From an optimization exercise on the open Yosys and OpenROAD flow, aimed at a short achievable clock period and few clock cycles; shortcuts taken in it are not production practice.
Only simulation tests tie the RTL to the original design; equivalence was not proved.
Power figures rest on the tool's default switching activity, not on a simulated workload.

### design/flow/design.v
module PC_Module(clk,rst,en,PC,PC_Next);
    input clk,rst,en;
    input [31:0]PC_Next;
    output [31:0]PC;
    reg [31:0]PC;
    always @(posedge clk)
    begin
        if(rst == 1'b0)
            PC <= {32{1'b0}};
        else if(en)
            PC <= PC_Next;
    end
endmodule
module PC_Adder (a,b,c);
    input [31:0]a,b;
    output [31:0]c;
    assign c = a + b;
endmodule
module Mux (a,b,s,c);
    input [31:0]a,b;
    input s;
    output [31:0]c;
    assign c = (~s) ? a : b ;
endmodule
module Mux_3_by_1 (a,b,c,s,d);
    input [31:0] a,b,c;
    input [1:0] s;
    output [31:0] d;
    assign d = (s == 2'b00) ? a : (s == 2'b01) ? b : (s == 2'b10) ? c : 32'h00000000;
endmodule
module Main_Decoder(
    input  [6:0] Op,
    output RegWrite,
    output [1:0] ImmSrc,
    output ALUSrc,
    output MemWrite,
    output ResultSrc,
    output Branch,
    output [1:0] ALUOp
);
    assign RegWrite =
           (Op == 7'b0000011) |    
           (Op == 7'b0110011) |    
           (Op == 7'b0010011);     
    assign ImmSrc =
           (Op == 7'b0100011) ? 2'b01 :    
           (Op == 7'b1100011) ? 2'b10 :    
                                2'b00;    
    assign ALUSrc =
           (Op == 7'b0000011) |
           (Op == 7'b0100011) |
           (Op == 7'b0010011);
    assign MemWrite = (Op == 7'b0100011);
    assign ResultSrc = (Op == 7'b0000011);
    assign Branch = (Op == 7'b1100011);
    assign ALUOp =
           (Op == 7'b0110011) ? 2'b10 :    
           (Op == 7'b0010011) ? 2'b10 :    
           (Op == 7'b1100011) ? 2'b01 :    
                                2'b00;    
endmodule
module ALU_Decoder(ALUOp,funct3,funct7,op,ALUControl);
    input [1:0]ALUOp;
    input [2:0]funct3;
    input [6:0]funct7,op;
    output [2:0]ALUControl;
    assign ALUControl = (ALUOp == 2'b00) ? 3'b000 :
                        (ALUOp == 2'b01) ? 3'b001 :
                        ((ALUOp == 2'b10) & (funct3 == 3'b000) & ({op[5],funct7[5]} == 2'b11)) ? 3'b001 : 
                        ((ALUOp == 2'b10) & (funct3 == 3'b000) & ({op[5],funct7[5]} != 2'b11)) ? 3'b000 : 
                        ((ALUOp == 2'b10) & (funct3 == 3'b010)) ? 3'b101 : 
                        ((ALUOp == 2'b10) & (funct3 == 3'b110)) ? 3'b011 : 
                        ((ALUOp == 2'b10) & (funct3 == 3'b111)) ? 3'b010 : 
                                                                  3'b000 ;
endmodule
module ALU(A,B,Result,ALUControl,OverFlow,Carry,Zero,Negative);
    input [31:0]A,B;
    input [2:0]ALUControl;
    output Carry,OverFlow,Zero,Negative;
    output [31:0]Result;
    wire Cout;
    wire [31:0]Sum;
    assign {Cout,Sum} = (ALUControl[0] == 1'b0) ? A + B :
                                          (A + ((~B)+1)) ;
    assign Result = (ALUControl == 3'b000) ? Sum :
                    (ALUControl == 3'b001) ? Sum :
                    (ALUControl == 3'b010) ? A & B :
                    (ALUControl == 3'b011) ? A | B :
                    (ALUControl == 3'b101) ? {{31{1'b0}},((A[31] ^ B[31]) ? A[31] : Sum[31])} : {32{1'b0}};
    assign OverFlow = ((Sum[31] ^ A[31]) & 
                      (~(ALUControl[0] ^ B[31] ^ A[31])) &
                      (~ALUControl[1]));
    assign Carry = ((~ALUControl[1]) & Cout);
    assign Zero = &(~Result);
    assign Negative = Result[31];
endmodule
module Sign_Extend (In,ImmSrc,Imm_Ext);
    input [31:0] In;
    input [1:0] ImmSrc;
    output [31:0] Imm_Ext;
    assign Imm_Ext =  (ImmSrc == 2'b00) ? {{20{In[31]}},In[31:20]} : 
                     (ImmSrc == 2'b01) ? {{20{In[31]}},In[31:25],In[11:7]} :
                     (ImmSrc == 2'b10) ? {{20{In[31]}},In[7],In[30:25],In[11:8],1'b0} : 32'h00000000;
endmodule
module Register_File(clk,rst,WE3,WD3,A1,A2,A3,RD1,RD2);
    input clk,rst,WE3;
    input [4:0]A1,A2,A3;
    input [31:0]WD3;
    output [31:0]RD1,RD2;
    reg [31:0] Register [31:1];
    always @ (posedge clk)
    begin
        if(WE3 & (A3 != 5'h00))
            Register[A3] <= WD3;
    end
    wire [31:0] R1 = (A1 == 5'h00) ? 32'd0 :
                     (WE3 & (A3 == A1)) ? WD3 : Register[A1];
    wire [31:0] R2 = (A2 == 5'h00) ? 32'd0 :
                     (WE3 & (A3 == A2)) ? WD3 : Register[A2];
    assign RD1 = (rst==1'b0) ? 32'd0 : R1;
    assign RD2 = (rst==1'b0) ? 32'd0 : R2;
endmodule
module hazard_unit(rst, RegWriteM, RegWriteW, RD_M, RD_W, Rs1_E, Rs2_E, ForwardAE, ForwardBE,
                   ResultSrcE, RD_E, Rs1_D, Rs2_D, PCSrcE, StallF, StallD, FlushD, FlushE);
    input rst, RegWriteM, RegWriteW;
    input [4:0] RD_M, RD_W, Rs1_E, Rs2_E;
    output [1:0] ForwardAE, ForwardBE;
    input ResultSrcE, PCSrcE;
    input [4:0] RD_E, Rs1_D, Rs2_D;
    output StallF, StallD, FlushD, FlushE;
    assign ForwardAE = (rst == 1'b0) ? 2'b00 : 
                       ((RegWriteM == 1'b1) & (RD_M != 5'h00) & (RD_M == Rs1_E)) ? 2'b10 :
                       ((RegWriteW == 1'b1) & (RD_W != 5'h00) & (RD_W == Rs1_E)) ? 2'b01 : 2'b00;
    assign ForwardBE = (rst == 1'b0) ? 2'b00 : 
                       ((RegWriteM == 1'b1) & (RD_M != 5'h00) & (RD_M == Rs2_E)) ? 2'b10 :
                       ((RegWriteW == 1'b1) & (RD_W != 5'h00) & (RD_W == Rs2_E)) ? 2'b01 : 2'b00;
    wire lwStall = ResultSrcE & ((RD_E == Rs1_D) | (RD_E == Rs2_D));
    assign StallF = lwStall;
    assign StallD = lwStall;
    assign FlushD = PCSrcE;
    assign FlushE = lwStall | PCSrcE;
endmodule
module fetch_cycle(
    input        clk,
    input        rst,
    input        PCSrcE,
    input [31:0] PCTargetE,
    input        StallF,
    input        StallD,
    input        FlushD,
    output [31:0] imem_addr,
    input  [31:0] imem_rdata,
    output [31:0] InstrD,
    output [31:0] PCD,
    output [31:0] PCPlus4D
);
    wire [31:0] PCF;
    wire [31:0] PCNext;
    wire [31:0] PCPlus4F;
    wire [31:0] InstrF;
    assign PCNext = PCSrcE ? PCTargetE : PCPlus4F;
    PC_Module u_pc (
        .clk     (clk),
        .rst     (rst),
        .en      (~StallF),
        .PC      (PCF),
        .PC_Next (PCNext)
    );
    PC_Adder u_pc_adder (
        .a (PCF),
        .b (32'h0000_0004),
        .c (PCPlus4F)
    );
    assign imem_addr = PCF;
    assign InstrF    = (rst == 1'b0) ? {32{1'b0}} : imem_rdata;
    reg [31:0] InstrF_reg;
    reg [31:0] PCF_reg;
    reg [31:0] PCPlus4F_reg;
    always @(posedge clk or negedge rst) begin
        if (!rst) begin
            InstrF_reg    <= 32'h0000_0000;
            PCF_reg       <= 32'h0000_0000;
            PCPlus4F_reg  <= 32'h0000_0000;
        end else if (FlushD) begin
            InstrF_reg    <= 32'h0000_0000;
            PCF_reg       <= 32'h0000_0000;
            PCPlus4F_reg  <= 32'h0000_0000;
        end else if (!StallD) begin
            InstrF_reg    <= InstrF;
            PCF_reg       <= PCF;
            PCPlus4F_reg  <= PCPlus4F;
        end
    end
    assign InstrD   = rst ? InstrF_reg    : 32'h0000_0000;
    assign PCD      = rst ? PCF_reg       : 32'h0000_0000;
    assign PCPlus4D = rst ? PCPlus4F_reg  : 32'h0000_0000;
endmodule
module decode_cycle(
    input clk,
    input rst,
    input FlushE,
    input [31:0] InstrD,
    input [31:0] PCD,
    input [31:0] PCPlus4D,
    input RegWriteW,
    input [4:0] RDW,
    input [31:0] ResultW,
    output RegWriteE,
    output ALUSrcE,
    output MemWriteE,
    output ResultSrcE,
    output BranchE,
    output [2:0] ALUControlE,
    output [31:0] RD1_E,
    output [31:0] RD2_E,
    output [31:0] Imm_Ext_E,
    output [4:0]  RD_E,
    output [31:0] PCE,
    output [31:0] PCPlus4E,
    output [4:0] RS1_E,
    output [4:0] RS2_E,
    output [2:0] funct3E,
    output [4:0] RS1_D,
    output [4:0] RS2_D
);
    wire [6:0] opcode = InstrD[6:0];
    wire [4:0] rd     = InstrD[11:7];
    wire [2:0] funct3 = InstrD[14:12];
    wire [4:0] rs1    = InstrD[19:15];
    wire [4:0] rs2    = InstrD[24:20];
    wire [6:0] funct7 = InstrD[31:25];
    assign RS1_D = rs1;
    assign RS2_D = rs2;
    wire RegWriteD;
    wire [1:0] ImmSrc;
    wire ALUSrcD;
    wire MemWriteD;
    wire ResultSrcD;
    wire BranchD;
    wire [1:0] ALUOp;
    Main_Decoder main_dec (
        .Op(opcode),
        .RegWrite(RegWriteD),
        .ImmSrc(ImmSrc),
        .ALUSrc(ALUSrcD),
        .MemWrite(MemWriteD),
        .ResultSrc(ResultSrcD),
        .Branch(BranchD),
        .ALUOp(ALUOp)
    );
    wire [2:0] ALUControlD;
    ALU_Decoder alu_dec (
        .funct3(funct3),
        .funct7(funct7),
        .op(opcode),
        .ALUOp(ALUOp),
        .ALUControl(ALUControlD)
    );
    wire [31:0] RD1_D;
    wire [31:0] RD2_D;
    Register_File rf (
        .clk(clk),
        .rst(rst),
        .WE3(RegWriteW),
        .A1(rs1),
        .A2(rs2),
        .A3(RDW),
        .WD3(ResultW),
        .RD1(RD1_D),
        .RD2(RD2_D)
    );
    wire [31:0] Imm_Ext_D;
    Sign_Extend imm_ext (
        .In(InstrD),
        .ImmSrc(ImmSrc),
        .Imm_Ext(Imm_Ext_D)
    );
    reg RegWriteD_r, ALUSrcD_r, MemWriteD_r, ResultSrcD_r, BranchD_r;
    reg [2:0] ALUControlD_r;
    reg [31:0] RD1_D_r, RD2_D_r, Imm_Ext_D_r;
    reg [4:0] rd_r;
    reg [31:0] PCD_r, PCPlus4D_r;
    reg [4:0] rs1_r, rs2_r;
    reg [2:0] funct3_r;
    always @(posedge clk or negedge rst) begin
        if (!rst) begin
            RegWriteD_r   <= 0;
            ALUSrcD_r     <= 0;
            MemWriteD_r   <= 0;
            ResultSrcD_r  <= 0;
            BranchD_r     <= 0;
            ALUControlD_r <= 0;
            RD1_D_r       <= 0;
            RD2_D_r       <= 0;
            Imm_Ext_D_r   <= 0;
            rd_r          <= 0;
            PCD_r         <= 0;
            PCPlus4D_r    <= 0;
            rs1_r         <= 0;
            rs2_r         <= 0;
            funct3_r      <= 0;
        end else if (FlushE) begin
            RegWriteD_r   <= 0;
            ALUSrcD_r     <= 0;
            MemWriteD_r   <= 0;
            ResultSrcD_r  <= 0;
            BranchD_r     <= 0;
            ALUControlD_r <= 0;
            RD1_D_r       <= 0;
            RD2_D_r       <= 0;
            Imm_Ext_D_r   <= 0;
            rd_r          <= 0;
            PCD_r         <= 0;
            PCPlus4D_r    <= 0;
            rs1_r         <= 0;
            rs2_r         <= 0;
            funct3_r      <= 0;
        end else begin
            RegWriteD_r   <= RegWriteD;
            ALUSrcD_r     <= ALUSrcD;
            MemWriteD_r   <= MemWriteD;
            ResultSrcD_r  <= ResultSrcD;
            BranchD_r     <= BranchD;
            ALUControlD_r <= ALUControlD;
            RD1_D_r       <= RD1_D;
            RD2_D_r       <= RD2_D;
            Imm_Ext_D_r   <= Imm_Ext_D;
            rd_r          <= rd;
            PCD_r         <= PCD;
            PCPlus4D_r    <= PCPlus4D;
            rs1_r         <= rs1;
            rs2_r         <= rs2;
            funct3_r      <= funct3;
        end
    end
    assign RegWriteE   = RegWriteD_r;
    assign ALUSrcE     = ALUSrcD_r;
    assign MemWriteE   = MemWriteD_r;
    assign ResultSrcE  = ResultSrcD_r;
    assign BranchE     = BranchD_r;
    assign ALUControlE= ALUControlD_r;
    assign RD1_E       = RD1_D_r;
    assign RD2_E       = RD2_D_r;
    assign Imm_Ext_E   = Imm_Ext_D_r;
    assign RD_E        = rd_r;
    assign PCE         = PCD_r;
    assign PCPlus4E    = PCPlus4D_r;
    assign RS1_E       = rs1_r;
    assign RS2_E       = rs2_r;
    assign funct3E     = funct3_r;
endmodule
module execute_cycle(
    clk, rst, 
    RegWriteE, ALUSrcE, MemWriteE, ResultSrcE, BranchE,
    ALUControlE, RD1_E, RD2_E, Imm_Ext_E, RD_E,
    PCE, PCPlus4E, 
    funct3E,          
    PCSrcE, PCTargetE,
    RegWriteM, MemWriteM, ResultSrcM,
    RD_M, PCPlus4M, WriteDataM, ALU_ResultM,
    ResultW, ForwardA_E, ForwardB_E
);
    input clk, rst;
    input RegWriteE, ALUSrcE, MemWriteE, ResultSrcE, BranchE;
    input [2:0] ALUControlE;
    input [31:0] RD1_E, RD2_E, Imm_Ext_E;
    input [4:0] RD_E;
    input [31:0] PCE, PCPlus4E;
    input [2:0] funct3E;        
    input [31:0] ResultW;
    input [1:0] ForwardA_E, ForwardB_E;
    output PCSrcE;
    output [31:0] PCTargetE;
    output RegWriteM, MemWriteM, ResultSrcM;
    output [4:0] RD_M;
    output [31:0] PCPlus4M, WriteDataM, ALU_ResultM;
    wire [31:0] Src_A, Src_B_interim, Src_B;
    wire [31:0] ResultE;
    wire ZeroE;
    Mux_3_by_1 srca_mux (
        .a(RD1_E),
        .b(ResultW),
        .c(ALU_ResultM),
        .s(ForwardA_E),
        .d(Src_A)
    );
    Mux_3_by_1 srcb_mux (
        .a(RD2_E),
        .b(ResultW),
        .c(ALU_ResultM),
        .s(ForwardB_E),
        .d(Src_B_interim)
    );
    Mux alu_src_mux (
        .a(Src_B_interim),
        .b(Imm_Ext_E),
        .s(ALUSrcE),
        .c(Src_B)
    );
    ALU alu (
        .A(Src_A),
        .B(Src_B),
        .Result(ResultE),
        .ALUControl(ALUControlE),
        .OverFlow(),
        .Carry(),
        .Zero(ZeroE),
        .Negative()
    );
    PC_Adder br_add (
        .a(PCE),
        .b(Imm_Ext_E),
        .c(PCTargetE)
    );
    reg branch_taken;
    always @(*) begin
        case (funct3E)
            3'b000: branch_taken = (ZeroE);       
            3'b001: branch_taken = (!ZeroE);      
            default: branch_taken = 1'b0;         
        endcase
    end
    assign PCSrcE = BranchE && branch_taken;
    reg RegWriteE_r, MemWriteE_r, ResultSrcE_r;
    reg [4:0] RD_E_r;
    reg [31:0] PCPlus4E_r, RD2_E_r, ResultE_r;
    always @(posedge clk or negedge rst) begin
        if(!rst) begin
            RegWriteE_r <= 0;
            MemWriteE_r <= 0;
            ResultSrcE_r <= 0;
            RD_E_r <= 0;
            PCPlus4E_r <= 0;
            RD2_E_r <= 0;
            ResultE_r <= 0;
        end else begin
            RegWriteE_r <= RegWriteE;
            MemWriteE_r <= MemWriteE;
            ResultSrcE_r <= ResultSrcE;
            RD_E_r <= RD_E;
            PCPlus4E_r <= PCPlus4E;
            RD2_E_r <= Src_B_interim;
            ResultE_r <= ResultE;
        end
    end
    assign RegWriteM = RegWriteE_r;
    assign MemWriteM = MemWriteE_r;
    assign ResultSrcM = ResultSrcE_r;
    assign RD_M = RD_E_r;
    assign PCPlus4M = PCPlus4E_r;
    assign WriteDataM = RD2_E_r;
    assign ALU_ResultM = ResultE_r;
endmodule
module memory_cycle(clk, rst, RegWriteM, MemWriteM, ResultSrcM, RD_M, PCPlus4M, WriteDataM, 
    ALU_ResultM, RegWriteW, ResultSrcW, RD_W, PCPlus4W, ALU_ResultW, ReadDataW,
    dmem_addr, dmem_wdata, dmem_we, dmem_rdata);
    input clk, rst, RegWriteM, MemWriteM, ResultSrcM;
    input [4:0] RD_M; 
    input [31:0] PCPlus4M, WriteDataM, ALU_ResultM;
    output RegWriteW, ResultSrcW; 
    output [4:0] RD_W;
    output [31:0] PCPlus4W, ALU_ResultW, ReadDataW;
    output [31:0] dmem_addr, dmem_wdata;
    output dmem_we;
    input [31:0] dmem_rdata;
    wire [31:0] ReadDataM;
    reg RegWriteM_r, ResultSrcM_r;
    reg [4:0] RD_M_r;
    reg [31:0] PCPlus4M_r, ALU_ResultM_r, ReadDataM_r;
    assign dmem_addr  = ALU_ResultM;
    assign dmem_wdata = WriteDataM;
    assign dmem_we    = MemWriteM;
    assign ReadDataM  = (~rst) ? 32'd0 : dmem_rdata;
    always @(posedge clk or negedge rst) begin
        if (rst == 1'b0) begin
            RegWriteM_r <= 1'b0; 
            ResultSrcM_r <= 1'b0;
            RD_M_r <= 5'h00;
            PCPlus4M_r <= 32'h00000000; 
            ALU_ResultM_r <= 32'h00000000; 
            ReadDataM_r <= 32'h00000000;
        end
        else begin
            RegWriteM_r <= RegWriteM; 
            ResultSrcM_r <= ResultSrcM;
            RD_M_r <= RD_M;
            PCPlus4M_r <= PCPlus4M; 
            ALU_ResultM_r <= ALU_ResultM; 
            ReadDataM_r <= ReadDataM;
        end
    end 
    assign RegWriteW = RegWriteM_r;
    assign ResultSrcW = ResultSrcM_r;
    assign RD_W = RD_M_r;
    assign PCPlus4W = PCPlus4M_r;
    assign ALU_ResultW = ALU_ResultM_r;
    assign ReadDataW = ReadDataM_r;
endmodule
module writeback_cycle(clk, rst, ResultSrcW, PCPlus4W, ALU_ResultW, ReadDataW, ResultW);
input clk, rst, ResultSrcW;
input [31:0] PCPlus4W, ALU_ResultW, ReadDataW;
output [31:0] ResultW;
Mux result_mux (    
                .a(ALU_ResultW),
                .b(ReadDataW),
                .s(ResultSrcW),
                .c(ResultW)
                );
endmodule
module Pipeline_top(
    input         clk,
    input         rst,
    output [31:0] imem_addr,
    input  [31:0] imem_rdata,
    output [31:0] dmem_addr,
    output [31:0] dmem_wdata,
    output        dmem_we,
    input  [31:0] dmem_rdata
);
    wire PCSrcE;
    wire RegWriteE;
    wire ALUSrcE;
    wire MemWriteE;
    wire ResultSrcE;
    wire BranchE;
    wire RegWriteM;
    wire MemWriteM;
    wire ResultSrcM;
    wire RegWriteW;
    wire ResultSrcW;
    wire [2:0] ALUControlE;
    wire [4:0] RD_E;
    wire [4:0] RD_M;
    wire [4:0] RDW;
    wire [4:0] RS1_E;
    wire [4:0] RS2_E;
    wire [31:0] PCTargetE;
    wire [31:0] InstrD;
    wire [31:0] PCD;
    wire [31:0] PCPlus4D;
    wire [31:0] RD1_E;
    wire [31:0] RD2_E;
    wire [31:0] Imm_Ext_E;
    wire [31:0] PCE;
    wire [31:0] PCPlus4E;
    wire [31:0] PCPlus4M;
    wire [31:0] WriteDataM;
    wire [31:0] ALU_ResultM;
    wire [31:0] PCPlus4W;
    wire [31:0] ALU_ResultW;
    wire [31:0] ReadDataW;
    wire [31:0] ResultW;
    wire [1:0] ForwardAE;
    wire [1:0] ForwardBE;
    wire [2:0] funct3E;
    wire [4:0] RS1_D;
    wire [4:0] RS2_D;
    wire StallF, StallD, FlushD, FlushE;
    fetch_cycle u_fetch (
        .clk       (clk),
        .rst       (rst),
        .PCSrcE    (PCSrcE),
        .PCTargetE (PCTargetE),
        .StallF    (StallF),
        .StallD    (StallD),
        .FlushD    (FlushD),
        .imem_addr (imem_addr),
        .imem_rdata(imem_rdata),
        .InstrD    (InstrD),
        .PCD       (PCD),
        .PCPlus4D  (PCPlus4D)
    );
    decode_cycle u_decode (
    .clk        (clk),
    .rst        (rst),
    .FlushE     (FlushE),
    .InstrD     (InstrD),
    .PCD        (PCD),
    .PCPlus4D   (PCPlus4D),
    .RegWriteW  (RegWriteW),
    .RDW        (RDW),
    .ResultW    (ResultW),
    .RegWriteE  (RegWriteE),
    .ALUSrcE    (ALUSrcE),
    .MemWriteE  (MemWriteE),
    .ResultSrcE (ResultSrcE),
    .BranchE    (BranchE),
    .ALUControlE(ALUControlE),
    .RD1_E      (RD1_E),
    .RD2_E      (RD2_E),
    .Imm_Ext_E  (Imm_Ext_E),
    .RD_E       (RD_E),
    .PCE        (PCE),
    .PCPlus4E   (PCPlus4E),
    .RS1_E      (RS1_E),
    .RS2_E      (RS2_E),
    .funct3E    (funct3E),
    .RS1_D      (RS1_D),
    .RS2_D      (RS2_D)
    );
    execute_cycle u_execute (
        .clk         (clk),
        .rst         (rst),
        .RegWriteE   (RegWriteE),
        .ALUSrcE     (ALUSrcE),
        .MemWriteE   (MemWriteE),
        .ResultSrcE  (ResultSrcE),
        .BranchE     (BranchE),
        .ALUControlE (ALUControlE),
        .RD1_E       (RD1_E),
        .RD2_E       (RD2_E),
        .Imm_Ext_E   (Imm_Ext_E),
        .RD_E        (RD_E),
        .PCE         (PCE),
        .PCPlus4E    (PCPlus4E),
        .ResultW     (ResultW),
        .ForwardA_E  (ForwardAE),
        .ForwardB_E  (ForwardBE),
        .PCSrcE      (PCSrcE),
        .RegWriteM   (RegWriteM),
        .MemWriteM   (MemWriteM),
        .ResultSrcM  (ResultSrcM),
        .RD_M        (RD_M),
        .PCPlus4M    (PCPlus4M),
        .WriteDataM  (WriteDataM),
        .ALU_ResultM (ALU_ResultM),
        .PCTargetE   (PCTargetE),
        .funct3E     (funct3E)
    );
    memory_cycle u_memory (
        .clk         (clk),
        .rst         (rst),
        .RegWriteM   (RegWriteM),
        .MemWriteM   (MemWriteM),
        .ResultSrcM  (ResultSrcM),
        .RD_M        (RD_M),
        .PCPlus4M    (PCPlus4M),
        .WriteDataM  (WriteDataM),
        .ALU_ResultM (ALU_ResultM),
        .RegWriteW   (RegWriteW),
        .ResultSrcW  (ResultSrcW),
        .RD_W        (RDW),
        .PCPlus4W    (PCPlus4W),
        .ALU_ResultW (ALU_ResultW),
        .ReadDataW   (ReadDataW),
        .dmem_addr   (dmem_addr),
        .dmem_wdata  (dmem_wdata),
        .dmem_we     (dmem_we),
        .dmem_rdata  (dmem_rdata)
    );
    writeback_cycle u_writeback (
        .clk        (clk),
        .rst        (rst),
        .ResultSrcW (ResultSrcW),
        .PCPlus4W   (PCPlus4W),
        .ALU_ResultW(ALU_ResultW),
        .ReadDataW  (ReadDataW),
        .ResultW    (ResultW)
    );
    hazard_unit u_hazard (
        .rst       (rst),
        .RegWriteM (RegWriteM),
        .RegWriteW (RegWriteW),
        .RD_M      (RD_M),
        .RD_W      (RDW),
        .Rs1_E     (RS1_E),
        .Rs2_E     (RS2_E),
        .ForwardAE (ForwardAE),
        .ForwardBE (ForwardBE),
        .ResultSrcE(ResultSrcE),
        .RD_E      (RD_E),
        .Rs1_D     (RS1_D),
        .Rs2_D     (RS2_D),
        .PCSrcE    (PCSrcE),
        .StallF    (StallF),
        .StallD    (StallD),
        .FlushD    (FlushD),
        .FlushE    (FlushE)
    );
endmodule
### design/flow/run.sh
#!/bin/bash
# synth_recipe.tcl (not shown) runs the flow's synth.tcl, then flattens the netlist and writes it again
# the make line also repeats each setting of config.mk as NAME=value (left out here)
make -C /OpenROAD-flow-scripts/flow DESIGN_CONFIG=/design/flow/config.mk WORK_HOME=/design/flow/orfs CLKGATE_MAP_FILE= SYNTH_SCRIPT=/design/flow/synth_recipe.tcl finish
### design/flow/config.mk
export PLATFORM = sky130hd
export DESIGN_NAME = Pipeline_top
export DESIGN_NICKNAME = Pipeline_top
export VERILOG_FILES = /design/flow/design.v
export SDC_FILE = /design/flow/constraint.sdc
export NUM_CORES = 4
export LEC_CHECK = 0
export CAP_MARGIN = 20
export CORE_MARGIN = 2
export CORE_UTILIZATION = 40
export SLEW_MARGIN = 20
### design/flow/constraint.sdc
create_clock -name core_clock -period 10.0 [get_ports {clk}]
set_input_delay 2.0000 -clock core_clock [delete_from_list [all_inputs] [get_ports {clk}]]
set_output_delay 2.0000 -clock core_clock [all_outputs]
set_load 0.01 [all_outputs]
==> impl_results.md <==
* Avg Vias per Cell at 6.24
* TritonCTS Buffers at 149
* Maximum root-to-sink buffer count at 3
* Worst Tran Pin Value at 1.15 ns
* HPWL Detailed at 154 mm
* Vias in the first global route at 50,900
* TritonCTS clock tree: yes
* Share of cells above drive strength 1 at 12.2%
* Hold WC Path Type: reg -> reg
* Largest fanout on the critical path at 26
* Largest net degree at the start of global routing at 154
* Critical Path RT at 10.71 ns
* Slew Viols, Final at 0
* Register area share after synthesis at 55.9%
* Drt total wl at 246 mm
* Ports at 163
* Crit-path max cell delay at 0.68 ns
* Max_slew headroom at 23.1%
* Cts hold-fix bufs at 0
* Max VDD drop at 197 uV
* Cells along the critical path: buf_8 > nand2_1 > or4_4 > nor4_4 > a21oi_2 > buf_4 > a221oi_1 > inv_1 > ha_1 > inv_1 > a21oi_1 > o31ai_1 > buf_4 > a2111oi_0 > o22ai_1 > or4_1 > mux2i_1 > a2111o_1 > nor4_1 > nand3b_1 > a21oi_4 > buf_4 > o211ai_1 > o2111a_1
* Dominant synthesized flop cell: edfxtp_1
* Final setup vio count at 0
* Global route overflow at 0
* Die area at 0.178 sq mm
* Clk slew on worst S/H paths at 0.06 ns
* Starting density of the core at 40.2%
* TNS Setup at 0 ns
* First-pass GRT wire length at 356 mm
* Worst Path Buf+Inv at 6
* Setup repair after global routing missed its margin: false
* Post-CTS setup buffer count at 0
* Max FFs per register at 992
* Crit path max-delay family: compound AO/OA/AOI/OAI gates
* Synth top area cells: edfxtp_1 43%, dfrtp_1 12%, mux4_2 7.1%
* Overall power at 13,700 uW
* DRT Pass-1 Iters at 6
* Fraction of registers with async set or reset after synthesis at 25.0%
* Clk_skew at 0.0590 ns
* Clk Latency, worst-skew pair at 0.84 ns
* Gp weighted congestion at 0.933
* Commonest non-fill, non-tap cell in the layout: edfxtp_1
* Min cycle time layout at 8.74 ns
* Final ANT Viol Nets at 0
* PostCTS Resize Cnt at 0
* Synthesized net count at 6,185
* Most frequent CP cell: buf_4
* Largest area contributor in the synthesized netlist: edfxtp_1
* #FFs+latches synth at 1,366
* GRT Util Overall at 27.1%
* Worst-path cell with the longest stage delay: a2111oi_0
* Static Leak at 0.0282 uW
* Root Driver: clkbuf_16
* YS warnings at 6
* Layout Nets at 6,194
* FP Rows at 153
* Final Cycle Share at 87.4%
* Final Hold Vio Count at 0
* Most frequent cells in the layout: 992 x edfxtp_1, 790 x nand2_1, 370 x a21oi_1
* Vias at 52,700
* Die height at 421 microns
* Die Width at 421 microns
* Antenna violations before repair at 9
* CP Data Arrival Time at 9.45 ns
* Core Footprint at 0.173 sq mm
* Area Growth Syn to Fin at 13.3%
* Starting DRC count in detailed routing at 6,586
* Routed len/inst at 29.1 microns
* Synth Cell Area at 0.0697 sq mm
* Most flop-heavy register: u_decode.rf.Register
* Port bufs at 162
* DRC viols at 0
* Setup crit end kind: flop
* Highest clock rate at 114 MHz
* CP startpoint kind: input port
* Post-synthesis cell type count at 95
* EDFF count, synth at 992
* Share of Yosys cell area claimed by the top area cell type at 42.7%
* H-tree levels at 4
* Mapped Cells at 5,989
* Syn Area/Cell at 11.6 sq um
* Fin Hold WS at 0.348 ns
* Pwr per Cell Area at 173 mW/mm^2
* Status: finished clean
* Max cap viols at 0
* Critical path class: in -> reg
* Clock sinks at 1,366
-- stage by stage --
stage                     cells  setup WS (ns)  utilization (%)  cell area (sq um)
after detailed placement   8172          0.461             42.8              74200
after floorplan            5989           2.45                -              69700
final                      8454           1.26             45.6              79000
after global placement     8172          0.453             42.8              74200
after global routing       8444          0.796             45.5              79000
after CTS                  8443           1.31             45.5              79000
-- power breakdown --
| part | internal, uW | leakage, uW | total [uW] | switching [uW] |
|---|---|---|---|---|
| Clock | 3030 | 0.00234 | 5430 | 2400 |
| Sequential | 6390 | 0.0138 | 6520 | 126 |
| Combinational | 524 | 0.0120 | 1740 | 1210 |
-- cells by family (layout without fill, tap and decap cells) --
logic type | Yosys count | after routing | synth area share, %
mux | 497 | 497 | 11.2
flops | 1366 | 1366 | 55.9
fa+ha+maj | 130 | 130 | 2.37
compound gates | 1465 | 1465 | 14.3
other cells | 0 | 11 | 0
simple gates | 1790 | 1790 | 11.6
xor+xnor | 85 | 85 | 1.07
buf+inv | 656 | 785 | 3.60
-- path summary, 6_finish.rpt --
| kind | from | endpoint | slack [ns] | depth (start not counted) |
|---|---|---|---|---|
| worst min register to register | u_execute.ResultSrcE_r | u_memory.ResultSrcM_r | 0.35 | 0 |
| worst min-delay path | u_execute.ResultSrcE_r | u_memory.ResultSrcM_r | 0.35 | 0 |
| max in group asynchronous | rst | u_memory.RD_M_r[3] | 6.71 | 4 |
| worst max register to register | u_execute.RD_E_r[0] | u_fetch.u_pc.PC[26] | 1.71 | 24 |
| worst max-delay path | rst | u_fetch.u_pc.PC[26] | 1.26 | 24 |
| min in group asynchronous | rst | u_fetch.PCF_reg[10] | 1.03 | 1 |
-- cells in the mapped netlist, types with 14 or more instances --
| cell | number |
|---|---|
| nor2b_1 | 110 |
| mux2_2 | 53 |
| or3_1 | 14 |
| a21o_1 | 21 |
| a221oi_1 | 113 |
| xnor2_1 | 64 |
| nand2b_1 | 19 |
| dfxtp_1 | 32 |
| a311oi_1 | 115 |
| edfxtp_1 | 992 |
| o21ai_0 | 170 |
| mux2i_1 | 219 |
| buf_1 | 58 |
| and3_1 | 75 |
| nor2_1 | 403 |
| xor2_1 | 21 |
| nand4_1 | 24 |
| o22ai_1 | 48 |
| nor4_1 | 24 |
| nand2_1 | 800 |
| nand3_1 | 136 |
| o31ai_1 | 36 |
| a22oi_1 | 17 |
| buf_2 | 26 |
| o2bb2ai_1 | 23 |
| ha_1 | 127 |
| clkbuf_1 | 372 |
| dfrtp_1 | 342 |
| mux4_2 | 221 |
| a31oi_1 | 91 |
| o21a_1 | 19 |
| nor3_1 | 51 |
| inv_1 | 192 |
| a21oi_1 | 371 |
| o211ai_1 | 82 |
| a211oi_1 | 249 |
| and2_1 | 76 |
-- layout make-up --
type,count,area (sq um)
Fill cell,15800,94400
Sequential cell,1366,39000
Multi-Input combinational cell,3967,28600
Clock buffer,186,3970
Timing Repair Buffer,317,2940
Tap cell,2325,2910
Clock inverter,85,818
Inverter,197,742
Antenna cell,11,27.5
-- routing by layer --
metal	GRT usage [%]	vias up	wire (microns)
met5	0	-	13
met3	4.89	522	22500
met1	36.8	26700	98600
met4	10.5	2	10200
met2	43.2	2753	115000
li1	-	22700	-
Testbench counts, summed over its fixed seeds: cycles 117,931.

-- re-timing with driven ports --
In the flow no input, the clock included, has a driving cell. The finished layout below was timed again as built, in two steps.
Step 1 (the two cells are an assumption about what drives the block):
set clk [get_ports {clk}]
set_driving_cell -lib_cell sky130_fd_sc_hd__clkbuf_16 $clk
set_driving_cell -lib_cell sky130_fd_sc_hd__buf_2 [delete_from_list [all_inputs] $clk]
Step 2 times the ports against the registers' clock, not the clock port: input delays grow and output delays shrink by t, the midpoint of the rising clock arrivals with the driver on.
a / b / c = ideal ports / drivers / drivers and shift; a / b = the first two.
t, ns: 0.891
setup slack, ns: 1.257 / 1.284 / 0.394
worst register clock-pin slew, ns: 0.07 / 0.07
worst slew at a driven data input, ns: 0.12
After both steps setup and hold are still met in this run. The setup slack of this run moves by +0.027 ns with the drivers and by -0.863 ns with both steps.
